From an optimization exercise on the open Yosys and OpenROAD flow, aimed at small area, a short achievable clock period and few clock cycles; shortcuts taken in it are not production practice. The RTL was checked by simulation tests, not by an equivalence proof against the original design. Power is estimated from default activity; no workload was simulated.

--- flow/flow/run.sh ---
#!/bin/bash
set -euo pipefail
bash standard.sh SETUP_SLACK_MARGIN=8.8 "BUFFER_PORTS_ARGS=-buffer_cell sky130_fd_sc_hd__buf_4" finish > standard.log 2>&1
--- flow/standard.sh ---
#!/bin/bash
# synth_recipe.tcl (not shown) runs the flow's synth.tcl, then flattens the netlist and writes it again
# the make line also repeats each setting of config.mk as NAME=value (left out here)
make -C /OpenROAD-flow-scripts/flow DESIGN_CONFIG=/design/flow/config.mk WORK_HOME=/design/flow/orfs CLKGATE_MAP_FILE= SYNTH_SCRIPT=/design/flow/synth_recipe.tcl "${@:-finish}"
--- flow/config.mk ---
export PLATFORM = sky130hd
export DESIGN_NAME = or32
export DESIGN_NICKNAME = or32
export VERILOG_FILES = /design/flow/design.v
export SDC_FILE = /design/flow/constraint.sdc
export NUM_CORES = 4
export LEC_CHECK = 0
export ABC_AREA = 1
export CAP_MARGIN = 20
export CORE_MARGIN = 2
export CORE_UTILIZATION = 40
export SLEW_MARGIN = 20
export TNS_END_PERCENT = 100
--- flow/constraint.sdc ---
create_clock -name core_clock -period 13.0 [get_ports {i_clk}]
set_input_delay 2.6000 -clock core_clock [delete_from_list [all_inputs] [get_ports {i_clk}]]
set_output_delay 2.6000 -clock core_clock [all_outputs]
set_load 0.01 [all_outputs]
--- flow/design.v ---
`default_nettype none
module or32_lzc (
    input  wire [31:0] i_v,
    output wire [5:0]  o_n     
);
    wire        z16 = ~|i_v[31:16];
    wire [15:0] v16 = z16 ? i_v[15:0] : i_v[31:16];
    wire        z8  = ~|v16[15:8];
    wire [7:0]  v8  = z8 ? v16[7:0] : v16[15:8];
    wire        z4  = ~|v8[7:4];
    wire [3:0]  v4  = z4 ? v8[3:0] : v8[7:4];
    wire        z2  = ~|v4[3:2];
    wire [1:0]  v2  = z2 ? v4[1:0] : v4[3:2];
    wire        z1  = ~v2[1];
    wire        zz  = ~|i_v;
    assign o_n = zz ? 6'd32 : {1'b0, z16, z8, z4, z2, z1};
endmodule
`default_nettype none
module or32(
    input               i_rst,
    input               i_clk,
    output reg [31:0]   o_addr,
    output reg [31:0]   o_dat_w,
    output reg [3:0]    o_we,
    input      [31:0]   i_dat_r,
    output reg          o_stb,
    input               i_ack
);
    reg         rst;                 
    reg [31:0]  r [0:14];            
    reg [31:0]  fpc;                 
    reg         pend;                
    reg [1:0]   bk;                  
    reg         fkill;               
    reg         mem_pend;            
    reg         mem_ld;              
    reg         st_chk;              
    reg [13:2]  st_lo;               
    localparam BK_F = 2'd0, BK_L = 2'd1, BK_S = 2'd2;
    reg [31:0]  ir;
    reg         ir_v;
    reg [3:0]   q_r1a;               
    reg [3:0]   q_r2a;               
    reg         q_p2r;               
    reg         q_use1, q_use2;      
    reg         q_wr;                
    reg         q_x;                 
    reg         q_jz, q_ims, q_shift, q_mul, q_div, q_ld, q_st;
    reg         q_rj;                
    reg         q_stdat;             
    reg [11:0]  q_xo;                
    reg         q_inv;
    reg [15:0]  sel1, sel2;          
    reg         x_v;
    reg [11:0]  xo;
    reg         x_inv;               
    reg         x_as;                
    reg         x_lb;                
    reg         x_w15;               
    reg         x_fin;               
    reg [3:0]   x_d;
    reg [7:0]   x_a1;
    reg [31:0]  x_a, x_b;
    reg [31:0]  acc;                 
    reg [31:0]  q;                   
    reg [4:0]   cnt;
    reg [1:0]   dph;                 
    reg         mfirst;              
    reg         dvz, dneg;           
    reg [2:0]   bc0, bc1;            
    localparam XO_SUM = 0, XO_MUL = 1, XO_DIV = 2, XO_AND = 3, XO_OR = 4, XO_SHL = 5,
               XO_SHR = 6, XO_LD = 7, XO_ST = 8, XO_IMS = 9, XO_LTU = 10, XO_JZ = 11;
    reg         ld_pend;             
    reg         ld_rdy;              
    reg [3:0]   ld_d;
    reg         ld_15;
    reg         ld_b;
    reg [1:0]   ld_sel;
    reg [31:0]  ld_data;
    reg         w_v;
    reg [3:0]   w_d;
    reg         w_15;
    reg [31:0]  w_data;
    wire [31:0] ir_in = i_dat_r;
    wire [7:0]  n_op = ir_in[7:0];
    wire [7:0]  n_a1 = ir_in[15:8];
    wire [7:0]  n_a2 = ir_in[23:16];
    wire [7:0]  n_a3 = ir_in[31:24];
    wire        n_is7 = (n_op[7:4] == 4'h7);
    wire [3:0]  n_opc = n_op[3:0];
    wire [15:0] n_oh = n_is7 ? (16'd1 << n_opc) : 16'd0;
    wire n_alu  = n_oh[0] | n_oh[1] | n_oh[4] | n_oh[5] | n_oh[6] | n_oh[7] | n_oh[13];
    wire n_mul  = n_oh[2];
    wire n_div  = n_oh[3];
    wire n_ld   = n_oh[8] | n_oh[10];
    wire n_st   = n_oh[9] | n_oh[11];
    wire n_ims  = n_oh[12];
    wire n_jz   = n_oh[14];
    wire n_a1r  = (n_a1[7:4] == 4'h8);
    wire n_a2r  = (n_a2[7:4] == 4'h8);
    wire n_a3r  = (n_a3[7:4] == 4'h8);
    wire n_two  = n_alu | n_mul | n_div | n_ld | n_st;
    wire n_jz0   = n_jz & (n_a1 == 8'h00);
    wire n_addpc = n_oh[0] & (n_a1[3:0] == 4'hF) & (n_a2 == 8'h8F) & ~n_a3r;
    wire n_rj    = n_jz0 | n_addpc;
    wire [7:0] d_a1 = i_dat_r[15:8];
    wire [7:0] d_a2 = i_dat_r[23:16];
    wire       d_rj = (i_dat_r[7:0] == 8'h7E & d_a1 == 8'h00) |
                      (i_dat_r[7:0] == 8'h70 & d_a1[3:0] == 4'hF & d_a2 == 8'h8F &
                       i_dat_r[31:28] != 4'h8);
    wire [7:0] a1 = ir[15:8];
    wire [7:0] a2 = ir[23:16];
    wire [7:0] a3 = ir[31:24];
    wire [3:0] dd = a1[3:0];
    wire [31:0] rv [0:15];
    genvar gi;
    generate
        for (gi = 0; gi < 15; gi = gi + 1) begin : g_rv
            assign rv[gi] = r[gi];
        end
    endgenerate
    assign rv[15] = fpc;
    wire        x_st = xo[XO_ST];
    wire        x_sthold = x_v & x_st;
    wire [3:0]  p1a = x_sthold ? x_a1[3:0] : q_r1a;
    reg  [31:0] p1r, p2r;
    integer j;
    always @(*) begin
        p1r = 32'd0;
        p2r = 32'd0;
        for (j = 0; j < 16; j = j + 1) begin
            p1r = p1r | ({32{sel1[j]}} & rv[j]);
            p2r = p2r | ({32{sel2[j]}} & rv[j]);
        end
    end
    wire [31:0] p1 = (w_v & ~w_15 & (w_d == p1a)) ? w_data : p1r;
    wire [31:0] p2 = (w_v & ~w_15 & (w_d == q_r2a)) ? w_data : p2r;
    wire [7:0]  pimm = q_jz ? a1 : a3;
    wire [31:0] A2  = (a2[7:4] == 4'h8) ? p1 : {{24{a2[7]}}, a2};
    wire [31:0] B2  = q_p2r ? p2 : {{24{pimm[7]}}, pimm};      
    wire [31:0] ims_v = {p2[15:0], a3, a2};
    wire [31:0] jz_tgt = fpc + (q_jz ? {{14{a3[7]}}, a3, a2, 2'b00} : {{24{a3[7]}}, a3});
    wire [31:0] xa_in = q_ims ? ims_v : ((q_jz | q_shift) ? B2 : A2);
    wire [31:0] xb_in = q_jz ? jz_tgt : (q_shift ? A2 : B2);
    function [2:0] booth(input [2:0] b);     
        booth = {b[2] & ~(b[1] & b[0]), (b == 3'b011) | (b == 3'b100), b[1] ^ b[0]};
    endfunction
    wire        x_mul = xo[XO_MUL];
    wire        x_div = xo[XO_DIV];
    wire        x_ld  = xo[XO_LD];
    wire        x_jz  = xo[XO_JZ];
    wire        x_wr  = ~x_ld & ~x_st & ~x_jz;
    wire        inv = x_div ? ~x_as : x_inv;
    wire [32:0] sum33 = {x_as, x_a} + (inv ? ~{1'b0, x_b} : {1'b0, x_b}) + {32'd0, inv};
    wire [31:0] sum = sum33[31:0];
    wire [4:0]  sh_amt = x_div ? cnt : x_a[4:0];
    wire        sh_big = ~x_div & (|x_a[31:5]);
    wire [31:0] shl_r = sh_big ? 32'd0 : (x_b << sh_amt);
    wire [31:0] shr_r = sh_big ? 32'd0 : (x_b >> sh_amt);
    wire b0_one = bc0[0];
    wire b0_two = bc0[1];
    wire b0_neg = bc0[2];
    wire b1_one = bc1[0];
    wire b1_two = bc1[1];
    wire b1_neg = bc1[2];
    wire [31:0] m0 = b0_one ? x_a : (b0_two ? {x_a[30:0], 1'b0} : 32'd0);
    wire [31:0] m1 = b1_one ? {x_a[29:0], 2'b0} : (b1_two ? {x_a[28:0], 3'b0} : 32'd0);
    wire [31:0] row0 = b0_neg ? ~m0 : m0;
    wire [31:0] row1 = b1_neg ? ~m1 : m1;
    wire [31:0] cs_s = acc ^ row0 ^ row1;
    wire [31:0] cs_c = {(acc[30:0] & row0[30:0]) | (acc[30:0] & row1[30:0]) |
                        (row0[30:0] & row1[30:0]), b0_neg};
    wire [32:0] acc_n33 = {cs_s, 1'b1} + {cs_c, b1_neg};
    wire [31:0] acc_n = acc_n33[32:1];
    wire        m_last = (&x_b[31:3]) | ~(|x_b[31:3]);
    wire        sm_a = (&x_a[31:7]) | ~(|x_a[31:7]);
    wire        sm_b = (&x_b[31:7]) | ~(|x_b[31:7]);
    wire        m_swap = mfirst & ~sm_b & sm_a;
    wire [5:0] lz_a, lz_b;
    or32_lzc u_lza (.i_v(x_a), .o_n(lz_a));
    or32_lzc u_lzb (.i_v(x_b), .o_n(lz_b));
    wire [31:0] q_n   = {q[30:0], ~sum33[32]};
    wire x_done = x_v & x_fin & ~(x_ld ? (mem_pend | ld_pend) :
                                  x_st & mem_pend);
    wire [31:0] x_res = ({32{xo[XO_SUM]}} & sum) |
                        ({32{xo[XO_MUL]}} & acc) |
                        ({32{xo[XO_DIV]}} & (dph[0] ? q : q_n)) |
                        ({32{xo[XO_AND]}} & (x_a & x_b)) |
                        ({32{xo[XO_OR]}}  & (x_a | x_b)) |
                        ({32{xo[XO_SHL]}} & shl_r) |
                        ({32{xo[XO_SHR]}} & shr_r) |
                        ({32{xo[XO_IMS]}} & x_a) |
                        {31'd0, xo[XO_LTU] & sum33[32]};    
    wire [31:0] maddr = {sum[31:2], 2'b00};
    wire        x_a1r = (x_a1[7:4] == 4'h8);
    wire [31:0] fpcm4 = {fpc[31:2] - 30'd1, fpc[1:0]};
    wire [31:0] st_rip = ir_v ? fpcm4 : fpc;
    wire [31:0] st_d  = ~x_a1r ? {{24{x_a1[7]}}, x_a1} :
                        (x_a1[3:0] == 4'hF) ? st_rip : p1;
    reg  [3:0]  st_we;
    always @(*) begin
        case (sum[1:0])
            2'd0: st_we = 4'b0001;
            2'd1: st_we = 4'b0010;
            2'd2: st_we = 4'b0100;
            default: st_we = 4'b1000;
        endcase
        if (~x_lb) st_we = 4'b1111;
    end
    wire [31:0] st_dw = x_lb ? {4{st_d[7:0]}} : st_d;
    wire hz_x  = x_v & (x_wr | x_ld) & ((q_use1 & (q_r1a == x_d)) | (q_use2 & (q_r2a == x_d)) |
                                        (x_ld & q_wr & (dd == x_d)) |
                                        (x_ld & q_stdat & (dd == x_d)));
    wire hz_ld = ld_pend & ((q_use1 & (q_r1a == ld_d)) | (q_use2 & (q_r2a == ld_d)) |
                            ((q_wr | q_stdat) & (dd == ld_d)));
    wire x_blk   = x_v & (x_st | x_jz | x_w15);      
    wire r_stall = hz_x | hz_ld | x_blk | st_chk;
    wire x_free  = ~x_v | x_done;
    wire r_go    = ir_v & ~r_stall & (~q_x | x_free);
    wire r_free  = ~ir_v | r_go;
    wire jzt      = x_v & x_jz & ~(|x_a);
    wire hold     = (x_v & x_w15) | (w_v & w_15) | (ld_pend & ld_15);
    wire smc      = st_chk & ((ir_v & (st_lo == fpcm4[13:2])) | (st_lo == fpc[13:2]));
    wire rj       = r_go & q_rj;
    wire flush    = jzt | hold | smc | rj;
    wire mem_go   = x_done & (x_ld | x_st);
    wire [31:0] ld_val = ~ld_b ? ld_data :
                         {24'd0, (ld_sel == 2'd0) ? ld_data[7:0] :
                                 (ld_sel == 2'd1) ? ld_data[15:8] :
                                 (ld_sel == 2'd2) ? ld_data[23:16] : ld_data[31:24]};
    wire ld_wr    = ld_rdy & ~w_v;         
    wire arr      = i_ack & pend & (bk == BK_F) & ~fkill;
    wire ir_load  = ~flush & r_free & arr;
    wire ir_v_nx  = ~flush & (r_free ? arr : ir_v);
    wire [31:0] fpc_base = rj ? jz_tgt : jzt ? x_b : ((smc & ir_v) ? fpcm4 : fpc);
    wire [31:0] fpc_seq  = ir_load ? fpc + 32'd4 : fpc_base;
    wire can_issue = ~pend | i_ack;
    wire issue     = ~i_rst & can_issue & (mem_go | mem_pend | f_go);
    wire f_go = can_issue & ~mem_go & ~mem_pend & ~hold & ~(ir_v & arr) & ~(arr & d_rj);
    wire        rf_we = w_v ? ~w_15 : (ld_wr & ~ld_15);
    wire [3:0]  rf_wa = w_v ? w_d : ld_d;
    wire [31:0] rf_wd = w_v ? w_data : ld_val;
    integer k;
    always @(posedge i_clk) begin
        rst <= i_rst;
        for (k = 0; k < 15; k = k + 1)
            if (rf_we && rf_wa == k) r[k] <= rf_wd;
        if (w_v & w_15)
            fpc <= w_data;
        else if (ld_wr & ld_15)
            fpc <= ld_val;
        else
            fpc <= fpc_seq;
        if (r_free) begin
            ir      <= ir_in;
            q_r1a   <= n_a2[3:0];
            q_r2a   <= (n_ims | n_jz) ? n_a1[3:0] : n_a3[3:0];
            q_p2r   <= n_jz ? n_a1r : n_a3r;
            q_use1  <= n_two & n_a2r & ~n_rj;
            q_use2  <= ((n_two & n_a3r) | n_ims | (n_jz & n_a1r)) & ~n_rj;
            q_wr    <= (n_alu | n_ims | n_mul | n_div | n_ld) & ~n_rj;
            q_x     <= (n_two | n_ims | n_jz) & ~n_rj;
            q_rj    <= n_rj;
            q_jz    <= n_jz;
            q_ims   <= n_ims;
            q_shift <= n_oh[6] | n_oh[7];
            q_mul   <= n_mul;
            q_div   <= n_div;
            q_ld    <= n_ld;
            q_st    <= n_st;
            q_stdat <= n_st & n_a1r;
            q_xo    <= 12'd0;
            q_xo[XO_SUM] <= n_oh[0] | n_oh[1];
            q_xo[XO_MUL] <= n_mul;
            q_xo[XO_DIV] <= n_div;
            q_xo[XO_AND] <= n_oh[4];
            q_xo[XO_OR]  <= n_oh[5];
            q_xo[XO_SHL] <= n_oh[6];
            q_xo[XO_SHR] <= n_oh[7];
            q_xo[XO_LD]  <= n_ld;
            q_xo[XO_ST]  <= n_st;
            q_xo[XO_IMS] <= n_ims;
            q_xo[XO_LTU] <= n_oh[13];
            q_xo[XO_JZ]  <= n_jz;
            q_inv   <= n_oh[1] | n_oh[3] | n_oh[13];
        end
        if (r_go & q_st)
            sel1 <= 16'd1 << dd;                 
        else if (r_free)
            sel1 <= 16'd1 << n_a2[3:0];
        else if (x_sthold & x_done)
            sel1 <= 16'd1 << q_r1a;
        if (r_free)
            sel2 <= (n_ims | n_jz) ? (16'd1 << n_a1[3:0]) : (16'd1 << n_a3[3:0]);
        ir_v <= ir_v_nx;
        o_stb <= issue;
        pend  <= issue | (pend & ~i_ack);
        if (can_issue)
            bk <= (mem_go | mem_pend) ? ((mem_go ? x_ld : mem_ld) ? BK_L : BK_S) : BK_F;
        mem_pend <= (mem_go | mem_pend) & ~can_issue;
        if (mem_go) mem_ld <= x_ld;
        st_chk <= mem_go & x_st;
        if (can_issue & f_go) fkill <= 1'b0;
        else if (flush) fkill <= 1'b1;
        if (mem_go) begin
            st_lo   <= maddr[13:2];
            o_addr  <= maddr;
            o_we    <= x_st ? st_we : 4'b0000;
            o_dat_w <= st_dw;
        end else if (~mem_pend) begin
            o_addr  <= fpc_seq;
            o_we    <= 4'b0000;
        end
        if (r_go & q_x) begin
            xo     <= q_xo;
            x_inv  <= q_inv;
            x_as   <= 1'b0;
            x_lb   <= ir[1];
            x_w15  <= q_wr & (dd == 4'hF);
            x_d    <= dd;
            x_a1   <= a1;
            x_a    <= xa_in;
            x_b    <= xb_in;
            acc    <= 32'd0;
            bc0    <= booth({xb_in[1:0], 1'b0});
            bc1    <= booth(xb_in[3:1]);
            dph    <= 2'd0;
            mfirst <= 1'b1;
            x_fin  <= ~(q_mul | q_div);
        end else if (x_v & x_mul & ~x_fin) begin
            mfirst <= 1'b0;
            if (m_swap) begin
                x_a   <= x_b;
                x_b   <= x_a;
                bc0   <= booth({x_a[1:0], 1'b0});
                bc1   <= booth(x_a[3:1]);
            end else begin
                x_a   <= {x_a[27:0], 4'd0};
                x_b   <= {{4{x_b[31]}}, x_b[31:4]};
                bc0   <= booth(x_b[5:3]);
                bc1   <= booth(x_b[7:5]);
                acc   <= acc_n;
                x_fin <= m_last;      
            end
        end else if (x_v & x_div) begin
            case (dph)
                2'd0: begin
                    cnt   <= lz_b[4:0] - lz_a[4:0];
                    dvz   <= lz_b[5];
                    dneg  <= (lz_a > lz_b);
                    dph   <= 2'd1;
                    x_fin <= ~(|x_b);        
                end
                2'd1: begin
                    if (dvz | dneg) begin
                        dph   <= 2'd3;       
                        x_fin <= 1'b1;
                    end else begin
                        x_b   <= shl_r;
                        dph   <= 2'd2;
                        x_fin <= (cnt == 5'd0);
                    end
                end
                2'd2: begin
                    x_a   <= sum;
                    x_as  <= sum33[32];
                    x_b   <= {1'b0, x_b[31:1]};
                    cnt   <= cnt - 5'd1;
                    x_fin <= (cnt == 5'd1);
                end
                default: ;
            endcase
        end
        if (x_v & x_div) begin
            if (dph == 2'd1) begin
                if (~dvz) q <= 32'd0;
            end else if (dph == 2'd2) begin
                q <= q_n;
            end
        end
        x_v <= (r_go & q_x) | (x_v & ~x_done);
        if (pend & (bk == BK_L)) ld_data <= i_dat_r;
        ld_rdy <= (ld_rdy & ~ld_wr) | (i_ack & pend & (bk == BK_L));
        if (mem_go & x_ld) begin
            ld_pend <= 1'b1;
            ld_d    <= x_d;
            ld_15   <= x_w15;
            ld_b    <= x_lb;
            ld_sel  <= sum[1:0];
        end else if (ld_wr)
            ld_pend <= 1'b0;
        w_v <= x_done & x_wr;
        if (x_done) begin
            w_d    <= x_d;
            w_15   <= x_w15;
            w_data <= x_res;
        end
        if (rst) begin
            o_stb      <= ~i_rst;        
            o_addr     <= 32'd0;
            o_we       <= 4'b0000;
            bk         <= BK_F;
            pend       <= ~i_rst;
            fkill      <= 1'b0;
            mem_pend   <= 1'b0;
            st_chk     <= 1'b0;
            fpc        <= 32'd0;
            r[14]      <= 32'd0;
            ir_v       <= 1'b0;
            x_v        <= 1'b0;
            q          <= 32'd0;
            ld_pend    <= 1'b0;
            ld_rdy     <= 1'b0;
            w_v        <= 1'b0;
        end
    end
endmodule
==> results of run 1 <==
## layer usage
layer | vias to the layer above | GRT usage [%] | routed length, µm
met4 | 30 | 27.3 | 27500
met3 | 1275 | 16.8 | 51000
li1 | 26900 | - | -
met5 | - | 0 | 202
met2 | 5137 | 62.3 | 141000
met1 | 30700 | 56.4 | 129000
## registers in the layout, summed over array words and instances (netlist names), 12 cells and up
signal   cells
o_dat_w     32
xo          12
x_b         32
fpc         32
ld_data     32
sel2        16
sel1        16
x_a         32
w_data      32
st_lo       12
o_addr      32
r          480
ir          25
acc         32
q           32
## Yosys cell counts (all sizes together) (66+ instances only)
| master | count |
|---|---|
| buf | 142 |
| nand2 | 2153 |
| ha | 122 |
| o22ai | 108 |
| nand4 | 143 |
| edfxtp | 752 |
| a22o | 66 |
| o211ai | 129 |
| nor2 | 451 |
| o21ai | 762 |
| dfxtp | 182 |
| clkbuf | 301 |
| a221oi | 97 |
| xor2 | 169 |
| a21oi | 598 |
| inv | 573 |
| nand3 | 401 |
## area by class of cell
class | count | area share [%]
multi-input cells | 5690 | 44.5
repair inverters | 1 | 0.00729
well taps | 2016 | 3.67
inverters | 597 | 3.46
diodes | 22 | 0.0802
clock buffers | 143 | 4.29
flip-flops and latches | 934 | 38.2
repair buffers | 400 | 4.60
clock inverters | 63 | 1.18
## layout by cell type, fill, tap and decap left out, drive strengths merged, types with 43 or more instances in the layout
| master | instances |
|---|---|
| nor4 | 63 |
| dfxtp | 182 |
| a221oi | 97 |
| a21oi | 598 |
| o22ai | 108 |
| inv | 555 |
| o211ai | 129 |
| nand2 | 2153 |
| nand3 | 401 |
| nor3 | 63 |
| o21ai | 762 |
| nor2 | 451 |
| a22o | 66 |
| o2111ai | 45 |
| clkinv | 71 |
| ha | 122 |
| nand4 | 143 |
| xor2 | 169 |
| clkbuf | 143 |
| xnor2 | 43 |
| buf | 399 |
| edfxtp | 752 |
## power groups by stage
stage,clock [mW],combinational (mW),sequential [mW]
final,3.27,3.71,3.54
after global routing,3.39,3.86,3.55
after CTS,3.27,3.46,3.53
after detailed placement,0,3.39,3.60
after global placement,0,3.40,3.60
after floorplan,0,2.00,3.52
## per-stage QoR
stage | utilization, % | instance area, µm² | setup WS [ns] | power (mW) | cells
after floorplan | - | 60200 | 8.83 | 5.52 | 7664
after global placement | 42.4 | 63400 | 7.78 | 7.00 | 9547
after detailed placement | 42.4 | 63400 | 7.85 | 7.00 | 9548
after CTS | 45.3 | 67700 | 8.72 | 10.3 | 9785
after global routing | 45.9 | 68600 | 8.70 | 10.8 | 9844
final | 45.9 | 68700 | 8.54 | 10.5 | 9866
## worst reg2reg max path, delay by kind of cell (launching register included)
kind                     cells  cell delay [ns]
XOR/XNOR                     2             0.58
adder cells (fa/ha/maj)      1             0.34
AND/OR/NAND/NOR              3             0.32
AO/OA/AOI/OAI                5             1.83
flip-flops                   1             0.33
buffers and inverters        2             0.74
## logic make-up after synthesis
family / count (synthesis)
simple gates: 3310
compound gates: 1985
buf+inv: 1040
flops: 934
xor+xnor: 212
fa+ha+maj: 156
mux: 27
## final timing paths
check	from	endpoint	slack, ns	cells after the start
hold / removal	q_xo[10]$_DFFE_PN_	xo[10]$_DFFE_PP_	0.42	0
setup reg to reg	x_b[6]$_DFFE_PP_	w_data[15]$_DFFE_PP_	8.54	13
hold reg to reg	q_xo[10]$_DFFE_PN_	xo[10]$_DFFE_PP_	0.42	0
setup / recovery	x_b[6]$_DFFE_PP_	w_data[15]$_DFFE_PP_	8.54	13
## repair_timing
item,4_1_cts,5_1_grt
setup buffers,30,58
setup endpoints to repair,275,170
pin swaps,1,8
hold endpoints to repair,0,0
gates cloned,1,1
resized for setup,76,122
==> results.toml, run 1 <==
[layout]
drive_gt1_share_pct = 10.3
fillers = 15100
syn_to_final_growth_pct = 14.2
layout.nets = 7923
final-seq-area_um2 = 26200
multiInputGateArea_um2 = 30600

[yosys]
synth_xor_area_share_pct = 3.09
synth.top_cell.area_share_pct = 37.5
yosys.area_share.adder_pct = 3.67
yosys_warnings = 2
synthSimpleGateAreaFrac_pct = 22.9
ys_ff_latch = 934
synth_flop_cell = "edfxtp_1"
async_flop_share_pct = 0
synth_area_um2 = 60200
syn-instance-count = 7664
ys_types = 71
syn_nets = 7855
yosys-top-cells-area = "edfxtp_1, nand2_1, dfxtp_1, o21ai_0, a21oi_1"
yosysSeqAreaShare_pct = 43.6
synth_compound_area_share_pct = 19.4
synth_edf_count = 752
avgSynthCellArea_um2 = 7.85
synth_top_family_by_area = "simple AND/OR/NAND/NOR gates"
muxShareOfSynthArea_pct = 0.449
synth_top_cell_by_area = "edfxtp_1"

[detailed_routing]
drt-initial-drc-count = 11100
viasPerCell = 6.49
wl_per_cell_um = 35.3
wl_mm = 349
drc = 0
antenna_left = 0
firstDrtPassIters = 6
via_count = 64100

[hold_path]
min-delay-path-class = "reg2reg"

[sta]
rsz0062_at_grt = "yes"
whs_ns = 0.418
fin_skew_ns = 0.0903
setup_tns_ns = 0
layout_min_cycle_time_ns = 4.46
period_share_pct = 34.3
drv_slew = 0
setup_viol = 0
fmax_ghz = 0.224
worst_slew_pin_slew_ns = 1.31
slew_headroom_pct = 11.5
hold_violations = 0

[clock_tree]
cts_buffer_depth = 3
clk_latency_ns = 0.83
cts_inserted_buffers = 108
h-tree-depth = 3
cts_sinks = 934
cts_root_buffer = "clkbuf_16"
tritoncts = "done"
cts_hold_buf = 0
clk_pin_slew_worst_paths_ns = 0.07

[power]
seqPwrFrac_pct = 33.7
leakagePower_nw = 27.1
ir_drop_mv = 0.137
intPower_mw = 6.26
swShare_pct = 40.5
power_frac_clock_pct = 31.1
p_comb_share_pct = 35.2
cellPowerDensity_nw_per_um2 = 153
p_sw_mw = 4.27

[setup_path]
crit_top_cell = "nand2_1"
worstPathRequired_ns = 13.43
slowest_delay_ns = 0.75
cp-start-kind = "flip-flop"
worstSetupPathType = "reg2reg"
worst-path-buf-inv = 2
slowest_stage = "a221oi_1"
arrival_ns = 4.89
cp-end-kind = "flip-flop"
cp_max_fo = 8
critPathTopFamily = "compound AO/OA/AOI/OAI gates"
path_cells = "buf_4, clkinvlp_4, xor2_1, ha_1, a21oi_1, o21ai_0, a21oi_1, nand2_1, nand2_1, nand2_1, xor2_1, a221oi_1, o21ai_0"

[global_routing]
grt_use_total_pct = 44.1
antenna_found_initial = 41
first_global_vias = 57300
overflow = 0
grt_max_degree = 79
grt_pass1_wl_mm = 470

[die]
ios = 104
fp.coreArea_um2 = 150000
rows = 142
die_h_um = 392
dieArea_um2 = 153000
die_w_um = 392
start_util_pct = 40.2

[run]
maxCapViolCount = 0

[placement]
hpwl_mm = 251
gp_congestion = 1.12
port_buffers = 103

[status]
outcome = "timing/DRC/antenna clean"
Testbench counts, summed over its fixed seeds: cycles 174,885.
==> run 2: changes to the inputs <==
==> flow/flow/run.sh (replaced) <==
#!/bin/bash
set -euo pipefail
bash standard.sh SETUP_SLACK_MARGIN=9.3 "BUFFER_PORTS_ARGS=-buffer_cell sky130_fd_sc_hd__buf_4" finish > standard.log 2>&1
==> results.toml, run 2 <==
[global_routing]
first_global_vias = 58200
grt_use_total_pct = 43.3
grt_max_degree = 79
antenna_found_initial = 48
grt_pass1_wl_mm = 464
overflow = 0

[yosys]
avgSynthCellArea_um2 = 7.85
yosys_warnings = 2
syn-instance-count = 7664
synth_flop_cell = "edfxtp_1"
synth.top_cells.by_count = "nand2_1, edfxtp_1, o21ai_0, a21oi_1, inv_1"
synth.top_cell.area_share_pct = 37.5
yosysMostFrequentCell = "nand2_1"
syn_nets = 7855
synth_area_um2 = 60200
synth_top_cell_by_area = "edfxtp_1"
yosys-top-cells-area = "edfxtp_1, nand2_1, dfxtp_1, o21ai_0, a21oi_1"
yosysSeqAreaShare_pct = 43.6
ys_types = 71
async_flop_share_pct = 0
ys_ff_latch = 934
synth_edf_count = 752

[hold_path]
min-delay-path-class = "reg2reg"
hold_depth = 0
worstHoldStart = "q_inv$_DFFE_PN_"

[clock_tree]
clk_pin_slew_worst_paths_ns = 0.06
cts_sinks = 934
cts_root_buffer = "clkbuf_16"
clk_latency_ns = 0.83
h-tree-depth = 3
cts_buffer_depth = 3
cts_inserted_buffers = 107
tritoncts = "done"

[layout]
final_util_pct = 48.2
fillers = 14600
layout.nets = 8050
final_cell_mix = "nand2_1, edfxtp_1, o21ai_0, a21oi_1, inv_1"
layout_commonest_cell = "nand2_1"
syn_to_final_growth_pct = 19.9
top_register = "r"
largest_register_ffs = 480
drive_gt1_share_pct = 16.5

[setup_path]
cp-start-kind = "flip-flop"
worstRegToRegCells = 13
arrival_ns = 4.59
worstPathRequired_ns = 13.62
path_cells = "buf_12, inv_2, or2_1, nor3_2, nand3_2, clkbuf_8, nand4_1, o21ai_2, o21ai_0, o21ai_0, a21oi_1, o21ai_0, nand2_1"
slowest_stage = "o21ai_0"
worstSetupPathType = "reg2reg"
crit_top_cell = "o21ai_0"
rr_startpoint = "w_v$_SDFF_PP0_"
cp_max_fo = 28
slowest_delay_ns = 0.50
cp-end-kind = "flip-flop"
crit_start = "w_v$_SDFF_PP0_"

[die]
rows = 142
ios = 104
fp.coreArea_um2 = 150000
start_util_pct = 40.2
die_h_um = 392
die_w_um = 392
dieArea_um2 = 153000

[sta]
rsz0062_at_grt = "yes"
slew_headroom_pct = 10.1
setup_viol = 0
period_share_pct = 30.5
layout_min_cycle_time_ns = 3.97
setup_tns_ns = 0
worst_slew_pin_slew_ns = 1.34
hold_violations = 0
fmax_ghz = 0.252
drv_slew = 0
fin_skew_ns = 0.105

[power]
leakagePower_nw = 28.2
power_frac_clock_pct = 30.3
seqPwrFrac_pct = 32.3
p_sw_mw = 4.45
swShare_pct = 40.5
p_comb_share_pct = 37.4
total_power_mw = 11.0
ir_drop_mv = 0.137
cellPowerDensity_nw_per_um2 = 152
intPower_mw = 6.55

[detailed_routing]
antenna_left = 0
wl_mm = 346
via_count = 65900
viasPerCell = 6.60
drt-initial-drc-count = 12000
drc = 0
wl_per_cell_um = 34.6
firstDrtPassIters = 10

[run]
maxCapViolCount = 0

[placement]
port_buffers = 103
hpwl_mm = 237
gp_congestion = 1.15

[status]
outcome = "timing/DRC/antenna clean"
-- run 2: cell counts after synthesis --
No cell type changed its count.
-- run 2: worst max-delay path: cells and delay by family (launching register included) --
family                 cells  cell delay, ns
AO/OA/AOI/OAI              5            1.50
AND/OR/NAND/NOR            5            1.16
flip-flops                 1            0.44
buffers and inverters      3            0.62
-- run 2: power groups by stage --
stage / registers (mW) / logic [mW] / clock network [mW]
floorplan: 3.52 / 2.01 / 0
global placement: 3.61 / 3.34 / 0
detailed placement: 3.61 / 3.35 / 0
CTS: 3.53 / 3.52 / 3.34
global route: 3.55 / 4.24 / 3.46
finish: 3.55 / 4.11 / 3.33
-- run 2: final cells by class --
cell class / instances / area (µm²) / area share (%)
Multi-Input combinational cell: 5695 / 32200 / 44.6
Timing Repair Buffer: 521 / 4620 / 6.41
Clock buffer: 144 / 3040 / 4.22
Timing Repair inverter: 3 / 23.8 / 0.0330
Inverter: 597 / 2470 / 3.42
Tap cell: 2016 / 2520 / 3.50
Sequential cell: 934 / 26300 / 36.5
Antenna cell: 28 / 70.1 / 0.0972
Clock inverter: 60 / 826 / 1.15
-- run 2: what timing repair did --
item	CTS	global route
endpoints found under the setup margin	458	333
gates resized for setup	383	388
endpoints found under the hold margin	0	0
hold buffers	0	0
pin swaps	32	86
setup buffers	126	81
gates cloned	11	4
-- run 2: kinds of logic after synthesis --
family | share of synthesized area [%]
flip-flops | 43.6
buffers and inverters | 6.86
AO/OA/AOI/OAI | 19.4
XOR/XNOR | 3.09
adder cells (fa/ha/maj) | 3.67
multiplexers | 0.449
AND/OR/NAND/NOR | 22.9
-- run 2: metal layers --
layer / global-route usage, % / up-vias / routed length (µm)
met1: 53.8 / 31200 / 122000
met3: 20.0 / 1641 / 56800
met5: 0.893 / - / 469
met2: 60.1 / 5888 / 136000
li1: - / 27200 / -
met4: 27.6 / 32 / 29500
-- run 2: stage by stage --
step | instance area (µm²) | worst slack [ns] | hold slack (ns) | cells
after global placement | 63500 | 7.36 | 0.403 | 9543
after CTS | 69800 | 9.02 | 0.419 | 9884
after global routing | 72100 | 8.97 | 0.426 | 9974
after detailed placement | 63500 | 7.30 | 0.405 | 9543
final | 72100 | 9.03 | 0.417 | 9998
after floorplan | 60300 | 9.02 | 0.400 | 7664
-- run 2: worst paths after layout --
path / slack [ns] / end
min reg2reg: 0.42 / x_inv$_DFFE_PP_
min: 0.42 / x_inv$_DFFE_PP_
max reg2reg: 9.03 / x_a[24]$_DFFE_PP_
max: 9.03 / x_a[24]$_DFFE_PP_

separate check: timing with driven ports:
The results above use ideal ports. As a check the final layouts listed here were re-extracted and re-timed, cells and wires unchanged. Step 1 assumes that a clkbuf_16 drives the clock port and a buf_2 every other input. Step 2, shift: input delay + t, output delay - t, t = (earliest + latest rising clock arrival at the registers) / 2. This alone moves slack from input paths to output paths. a / b / c = ideal / step 1 / step 2; a / b = the first two.
run	t (ns)	setup slack, ns	pins driven straight from the clock port
run 1	0.873	8.542 / 8.542 / 8.118	1
run 2	0.865	9.035 / 8.970 / 8.312	1
After both steps every run listed still meets setup and hold. The setup slack of run 2, which loses most, moves by -0.065 ns with the drivers and by -0.723 ns with both steps.
